This is an optimization exercise on Yosys and OpenROAD, whose aim is small area, a short achievable clock period and few clock cycles per item, not a production implementation. RTL that was checked went through simulation tests only; none was proved equivalent to the original.

==> run X: inputs <==
==> flow/design.v (excerpt) <==
module gcd( input [31:0] a_in,
            input [31:0] b_in,
            input start,
            input reset_n,
            input clk,
            output [31:0] result,
            output done);
==> module gcd, before the edit <==
module gcd( input [31:0] a_in,
            input [31:0] b_in,
            input start,
            input reset_n,
            input clk,
            output [31:0] result,
            output done);
  localparam int M = 2;           
  logic [31:0] a, b;
  logic [4:0]  k;                 
  logic        h;                 
  logic        busy;
  logic        bz;                
  wire k_zero = (k == 5'd0);
  wire a_zero = (a == 32'd0);
  wire [32:0] d_ba = {1'b0, b} - {1'b0, a};
  wire [31:0] d_ab = a - b;
  wire        b_ge_a = ~d_ba[32];
  wire strip  = h || (!a[0] && !b[0]);      
  wire a_even = !a[0] && b[0];
  wire odd    = a[0] && b[0];
  logic [31:0] x;
  always_comb begin
    if (bz)                   x = b;
    else if (strip || a_even) x = a;
    else if (odd)             x = b_ge_a ? d_ba[31:0] : d_ab;
    else                      x = b;
  end
  wire x_zero = (x == 32'd0);
  logic [31:0] xs;
  always_comb begin
    xs = x >> 1;
    if (!bz && strip) xs = x >> 1;
    else if (M >= 4 && x[3:0] == 4'd0) xs = x >> 4;
    else if (M >= 3 && x[2:0] == 3'd0) xs = x >> 3;
    else if (M >= 2 && x[1:0] == 2'd0) xs = x >> 2;
  end
  assign done   = busy && bz && k_zero;
  assign result = a;
  always_ff @(posedge clk, negedge reset_n) begin
    if (!reset_n) begin
      a    <= '0;
      b    <= '0;
      k    <= '0;
      h    <= 1'b0;
      busy <= 1'b0;
      bz   <= 1'b0;
    end else if (!busy) begin
      if (start) begin
        a    <= a_in;
        b    <= b_in;
        k    <= '0;
        h    <= 1'b0;
        busy <= 1'b1;
        bz   <= (b_in == 32'd0);
      end else begin
        b    <= xs;
      end
    end else if (bz) begin
      if (!k_zero) begin
        a <= a << 1;
        k <= k - 5'd1;
      end else busy <= 1'b0;
    end else begin
      b  <= xs;
      bz <= x_zero;
      if (strip) begin
        a <= b;
        h <= !h;
        if (h) k <= k + 5'd1;
      end else if (a_even || (odd && !b_ge_a)) begin
        a <= b;
      end
    end
  end
endmodule
clock: 4.0 ns
lec_check: 0
cap_margin: 20
core_margin: 2
core_utilization: 40
place_density: 0.6
slew_margin: 20
run.sh (not shown) runs the stock make flow with config.mk's settings and CLKGATE_MAP_FILE= SYNTH_SCRIPT=/design/flow/synth_recipe.tcl, a recipe that flattens the netlist after the stock synthesis.
==> inputs of run M, as changes to run X <==
==> flow/design.v (replaced) <==
module gcd( input [31:0] a_in,           
            input [31:0] b_in,           
            input start,                 
            input reset_n,               
            input clk,                   
            output reg [31:0] result,   
            output reg done);           
logic [31:0] reg_a;
logic [31:0] reg_b;
logic a_lt_b;
logic b_neq_zero;
  enum reg [1:0]{
	ALOAD_A = 2'b00,
	ASUB_B =  2'b01,
	ALOAD_B = 2'b10,
	AHOLD =   2'b11
  }mux_a;
  enum reg [1:0]{
	BLOAD_B = 2'b00,
	BLOAD_A = 2'b01,
	BHOLD =   2'b10
	} mux_b;
always_ff @(posedge clk, negedge reset_n) 
begin
  if (!reset_n)
	begin
		reg_a <= 0;
	end
	else
		begin	
			case (mux_a)
				ALOAD_A: 
					reg_a <= a_in;
				ASUB_B:
					reg_a <= reg_a - reg_b;
				ALOAD_B:
					reg_a <= reg_b;
				AHOLD:
					reg_a <= reg_a;
			endcase
		end
end
always_ff @(posedge clk, negedge reset_n) 
begin
  if (!reset_n)
	begin
		reg_b <= 0;
	end
  else
	begin
		case(mux_b)
			BLOAD_B: 
				reg_b <= b_in;
			BLOAD_A:
				reg_b <= reg_a;
			BHOLD:
				reg_b <= reg_b;
		endcase
	end
end
assign a_lt_b = (reg_a < reg_b); 
assign b_neq_zero = (reg_b != 0);
assign result = reg_a;
  enum reg [1:0]{
	IDLE = 2'b00,
	RUN =  2'b01,
	DONE = 2'b10,
	XX =    'x
}p_state,n_state;
always_ff @(posedge clk, negedge reset_n)
    if (!reset_n) 
		p_state <= IDLE;
	else
		p_state <= n_state;
always_comb 
begin
  n_state = XX;        
  case (p_state)  
	IDLE:
		begin
			if(start)
				n_state = RUN;
			else
				n_state = IDLE;
		end
	RUN:
		begin
			if(a_lt_b)
				n_state = RUN;
			else if (b_neq_zero)
				n_state = RUN;
			else
				n_state = DONE;
		end
	DONE:
		n_state = IDLE;
  endcase
end
always_comb 
begin
  mux_a = AHOLD;   
  mux_b = BHOLD;
  done = 1'b0;
    case (p_state)
		IDLE:
			if(start)
				begin
					mux_a = ALOAD_A;
					mux_b = BLOAD_B;
				end
			else
				begin
					mux_a = AHOLD;
					mux_b = BHOLD;
				end
		RUN:
			if(a_lt_b)
				begin
					mux_a = ALOAD_B;
					mux_b = BLOAD_A;
				end
			else if(b_neq_zero)
				begin
					mux_a = ASUB_B;
					mux_b = BHOLD;
				end
			else
				begin
					mux_a = AHOLD;
					mux_b = BHOLD;
				end
		DONE:
			begin
				mux_a = AHOLD;
				mux_b = BHOLD;
				done = 1;
			end
	endcase
end
endmodule
==> inputs of run F, as changes to run X <==
==> flow/design.v (replaced) <==
module gcd( input [31:0] a_in,
            input [31:0] b_in,
            input start,
            input reset_n,
            input clk,
            output [31:0] result,
            output done);
  localparam int M = 2;           
  logic [32:0] a, b;              
  logic        fb;                
  logic [4:0]  k;                 
  logic        h;                 
  logic        busy;
  logic        bz;                
  wire k_zero = (k == 5'd0);
  wire a_zero = (a == 33'd0);
  wire a_odd = a[0] ^ a[32];
  wire b_odd = b[0] ^ fb;
  wire [32:0] e = b + a + 33'd1;            
  wire e_zero = (e == 33'd0);
  wire swap = e[32] ^ b[32];                
  wire strip  = h || (!a_odd && !b_odd);    
  wire a_even = !a_odd && b_odd;
  wire odd    = a_odd && b_odd;
  logic [32:0] x;
  logic        fx;
  always_comb begin
    if (strip || a_even) begin x = a; fx = a[32]; end
    else if (odd)        begin x = e; fx = 1'b0;  end
    else                 begin x = b; fx = fb;    end
  end
  wire [3:0] xl = x[3:0] ^ {4{fx}};
  logic [32:0] xs;
  always_comb begin
    xs = {x[32], x[32:1]};
    if (strip) xs = {x[32], x[32:1]};
    else if (M >= 4 && xl[3:0] == 4'd0) xs = {{4{x[32]}}, x[32:4]};
    else if (M >= 3 && xl[2:0] == 3'd0) xs = {{3{x[32]}}, x[32:3]};
    else if (M >= 2 && xl[1:0] == 2'd0) xs = {{2{x[32]}}, x[32:2]};
  end
  wire conv = !fx && x[32] && xs[0];
  assign done   = busy && bz && k_zero;
  assign result = a[31:0] ^ {32{a[32]}};
  always_ff @(posedge clk, negedge reset_n) begin
    if (!reset_n) begin
      a    <= '0;
      b    <= '0;
      fb   <= 1'b0;
      k    <= '0;
      h    <= 1'b0;
      busy <= 1'b0;
      bz   <= 1'b0;
    end else if (!busy) begin
      b  <= {xs[32:1], xs[0] & !conv};
      fb <= fx | conv;
      if (start) begin
        a    <= {1'b0, a_in};
        b    <= {1'b1, ~b_in};
        fb   <= 1'b1;
        k    <= '0;
        h    <= 1'b0;
        busy <= 1'b1;
        bz   <= (b_in == 32'd0);
      end
    end else if (bz) begin
      if (!k_zero) begin
        a <= {a[31:0], a[32]};
        k <= k - 5'd1;
      end else busy <= 1'b0;
    end else begin
      b  <= {xs[32:1], xs[0] & !conv};
      fb <= fx | conv;
      bz <= odd ? e_zero : a_zero;
      if (strip) begin
        a <= b;
        h <= !h;
        if (h) k <= k + 5'd1;
      end else if (a_even || (odd && swap)) begin
        a <= b;
      end
    end
  end
endmodule
==> impl_metrics.py <==
metrics = {
    "setup_path": {
        "critical_path.endpoint": "a[12]",
        "crit_chain": "inv_1 > ha_1 > inv_1 > fa_1 > nand3_1 > a211oi_1 > o21ai_1 > nand4_1 > a21o_1 > nand3_1 > a211o_2 > buf_4 > nand2_1 > o21ai_0",
    },
    "cts": {
        "post_cts_buffers": 0,
    },
    "final_layout": {
        "final_cell_area_mm2": 0.009513,
        "final_common_cell": "nand2_1",
    },
    "route": {
        "met1_length_mm": 13.07,
        "first_pass_iters": 5,
        "wl_met3_mm": 1.772,
    },
    "yosys": {
        "syn_area_mm2": 0.007871,
    },
    "status": {
        "status": "finished clean",
    },
}
(the above is from run F)
==> impl_metrics.py <==
metrics = {
    "setup_path": {
        "critical_path.endpoint": "reg_a[30]",
        "r2r-end": "reg_a[30]",
    },
    "cts": {
        "post_cts_buffers": 0,
    },
    "final_layout": {
        "final_common_cell": "nand2_1",
    },
    "status": {
        "status": "finished clean",
    },
    "yosys": {
        "syn_inst": 650,
        "syn_area_mm2": 0.005370,
        "synth_area_leaders": "dfrtp_1 (31%), ha_1 (8.2%), nand2_1 (7.1%), mux2i_1 (6.7%), o21ai_0 (6.5%)",
    },
}
(the above is from run M)
==> impl_metrics.py <==
metrics = {
    "status": {
        "status": "finished clean",
    },
    "final_layout": {
        "final_common_cell": "buf_4",
    },
    "route": {
        "met1_length_mm": 16.82,
        "first_pass_iters": 5,
        "wl_met3_mm": 1.948,
    },
    "cts": {
        "post_cts_buffers": 2,
    },
    "setup_path": {
        "crit_chain": "inv_1 > ha_1 > a21o_1 > a21o_1 > a21oi_2 > o31ai_4 > buf_4 > buf_4 > nor3_1 > a211oi_1 > o221ai_1 > or4b_4 > nor4b_2 > o2111ai_1 > o31ai_2",
    },
    "yosys": {
        "syn_area_mm2": 0.008743,
    },
}
(the above is from run X)
Testbench counts of run M, summed over its fixed seeds: cycles 388,241, items 2,400.
Testbench counts of run F, summed over its fixed seeds: cycles 62,691, items 2,400.
Function not checked in run X: the RTL went through the layout flow alone.

## separate check: timing with driven ports
In the flow no input, the clock included, has a driving cell. The finished layouts below were timed again as built, in two steps.
Step 1 sets driving cells, clkbuf_16 on the clock port and buf_2 on the other inputs (assumed; they add their load-dependent delay and slew).
Step 2 moves the port delays by t, midway between the first and last clock arrival at a register: inputs arrive t later, outputs are due t later. That takes back most of the time a late clock gives input paths.
Three values: ideal ports, drivers, drivers and shift; two values: the first two.
run | t (ns) | slack for setup (ns) | pins driven straight from the clock port
run X | 0.403 | 0.168 / 0.168 / 0.168 | 1
run M | 0.379 | 0.557 / 0.557 / 0.557 | 1
run F | 0.401 | 0.513 / 0.513 / 0.236 | 1
After both steps every run listed still meets setup and hold. For run F, which loses most, drivers alone change the setup slack by 0.000 ns; drivers and shift together by -0.277 ns.
